Background: an optimization exercise with open tools, aiming at small area. Do not read the settings as production practice. In this exercise RTL edits were held to simulation tests only and were not proved equivalent to the original. Power and IR drop assume default switching activity.

==> v26: inputs <==
// ntt_bf2x2_top
module ntt_bf2x2_top (
    input  wire         clk,
    input  wire         reset_n,
    input  wire         zeroize,
    input  wire [2:0]   mode,
    input  wire         enable,
    input  wire [183:0] uvw_i,
    input  wire [275:0] pw_uvw_i,
    input  wire         accumulate,
    output wire [91:0]  uv_o,
    output wire [91:0]  pwo_uv_o,
    output wire         ready_o
);
clock: 11.0 ns
lec_check: 0
cap_margin: 30
core_margin: 2
core_utilization: 60
cts_cluster_diameter: 100
cts_cluster_size: 25
place_density: 0.75
slew_margin: 30
synth_hierarchical: 1
standard.sh (not shown) runs the stock make flow with config.mk's settings and CLKGATE_MAP_FILE= SYNTH_SCRIPT=/design/flow/synth_recipe.tcl, a recipe that flattens the netlist after the stock synthesis.
==> flow/flow/run.sh <==
#!/bin/bash
set -euo pipefail
export BUFFER_PORTS_ARGS="-buffer_cell sky130_fd_sc_hd__buf_1"
export CTS_ARGS="-sink_clustering_enable -repair_clock_nets -sink_clustering_size 25 -sink_clustering_max_diameter 100 -dont_use_dummy_load"
# make's own output; each ORFS step also writes its full log under orfs/logs/
bash standard.sh > standard_make.log 2>&1
==> v34 (differences from v26) <==
==> flow/flow/run.sh (replaced) <==
#!/bin/bash
# The standard layout (the standard.sh, standard synthesis included), with
# two changes:
#  - the input and output ports are buffered with the smallest buffer cell
#    instead of the default delay-buffer cell (timing repair later resizes any
#    port buffer that needs more drive);
#  - clock tree synthesis clusters at most 16 registers within 80 um per
#    clkbuf_8 leaf buffer and inserts no dummy loads.
set -euo pipefail
export BUFFER_PORTS_ARGS="-buffer_cell sky130_fd_sc_hd__buf_1"
export CTS_ARGS="-sink_clustering_enable -repair_clock_nets -sink_clustering_size 16 -sink_clustering_max_diameter 80 -dont_use_dummy_load -buf_list sky130_fd_sc_hd__clkbuf_8"
# make's own output; each ORFS step also writes its full log under orfs/logs/
bash standard.sh > standard_make.log 2>&1
--- a/flow/config.mk
+++ b/flow/config.mk
@@ -9,6 +9,6 @@
 export CORE_MARGIN = 2
-export CORE_UTILIZATION = 60
-export CTS_CLUSTER_DIAMETER = 100
-export CTS_CLUSTER_SIZE = 25
-export PLACE_DENSITY = 0.75
+export CORE_UTILIZATION = 70
+export CTS_CLUSTER_DIAMETER = 80
+export CTS_CLUSTER_SIZE = 16
+export PLACE_DENSITY = 0.85
 export SLEW_MARGIN = 30
==> v23 (differences from v26) <==
==> flow/flow/run.sh (replaced) <==
#!/bin/bash
# The standard layout (the standard.sh, standard synthesis included), with
# two changes:
#  - the input and output ports are buffered with the smallest buffer cell
#    instead of the default delay-buffer cell (timing repair later resizes any
#    port buffer that needs more drive);
#  - clock tree synthesis clusters at most 16 registers within 80 um per
#    clkbuf_8 leaf buffer and inserts no dummy loads.
set -euo pipefail
export BUFFER_PORTS_ARGS="-buffer_cell sky130_fd_sc_hd__buf_1"
export CTS_ARGS="-sink_clustering_enable -repair_clock_nets -sink_clustering_size 16 -sink_clustering_max_diameter 80 -dont_use_dummy_load -buf_list sky130_fd_sc_hd__clkbuf_8"
# make's own output; each ORFS step also writes its full log under orfs/logs/
bash standard.sh > standard_make.log 2>&1
--- a/flow/config.mk
+++ b/flow/config.mk
@@ -10,4 +10,4 @@
 export CORE_UTILIZATION = 60
-export CTS_CLUSTER_DIAMETER = 100
-export CTS_CLUSTER_SIZE = 25
+export CTS_CLUSTER_DIAMETER = 80
+export CTS_CLUSTER_SIZE = 16
 export PLACE_DENSITY = 0.75
==> key figures <==
Status
  – Status: no timing/DRC/antenna violations

Route
  – Via density: 6.27
  – Final WL: 437 mm

Timing
  – Max Fclk: 102 MHz

Critical path
  – CP required: 11.84 ns

Global route
  – Met1 Usage GRT: 49.7%

Power
  – Switching power: 23.3 mW

Cells and area
  – Bufs w/o clock: 976
-- figures above: v23

==> key figures <==
Status
  – Status: no timing/DRC/antenna violations

Route
  – Routed Antenna Nets: 0
  – Final WL: 431 mm
  – Via density: 6.56

Power
  – Switching power: 24.3 mW
  – Flop pwr share: 23.1%

Critical path
  – CP required: roughly 12 ns

Timing
  – Max Fclk: 102 MHz
-- figures above: v34

==> key figures <==
Global route
  – Met1 Usage GRT: 50.0%

Route
  – Via density: 6.27

Cells and area
  – Bufs w/o clock: between 900 and 1000

Critical path
  – CP required: about 12 ns

Status
  – Status: no timing/DRC/antenna violations

Power
  – Switching power: roughly 23 mW
-- figures above: v26

[separate check: timing with driven ports]
Ports are ideal in the flow. The routed layouts listed here were re-timed in OpenROAD.
Step 1: set_driving_cell puts a clkbuf_16 on clk and a buf_2 on each other input, an assumption about the parent block.
Step 2 adds t to the input delays and takes it off the output delays; t is the mean of the earliest and latest rising clock arrival at the registers after step 1. Input paths then give back, and output paths get back, about the clock's delay inside the block.
Three values: no drivers, after step 1, after step 2; two values: the first two.
| run | t (ns) | setup slack, ns | hold WS [ns] | slew at the worst register clock pin (ns) | worst data-port slew with drivers (ns) |
|---|---|---|---|---|---|
| v26 | 0.875 | 1.141 / 1.141 / 1.141 | 0.274 / 0.274 / 0.274 | 0.11 / 0.11 | 0.25 |
| v34 | 1.018 | 1.170 / 1.170 / 1.170 | 0.263 / 0.263 / 0.263 | 0.12 / 0.12 | 0.23 |
| v23 | 1.033 | 1.218 / 1.218 / 1.218 | 0.250 / 0.250 / 0.250 | 0.11 / 0.11 | 0.23 |
After both steps every run listed still meets setup and hold.
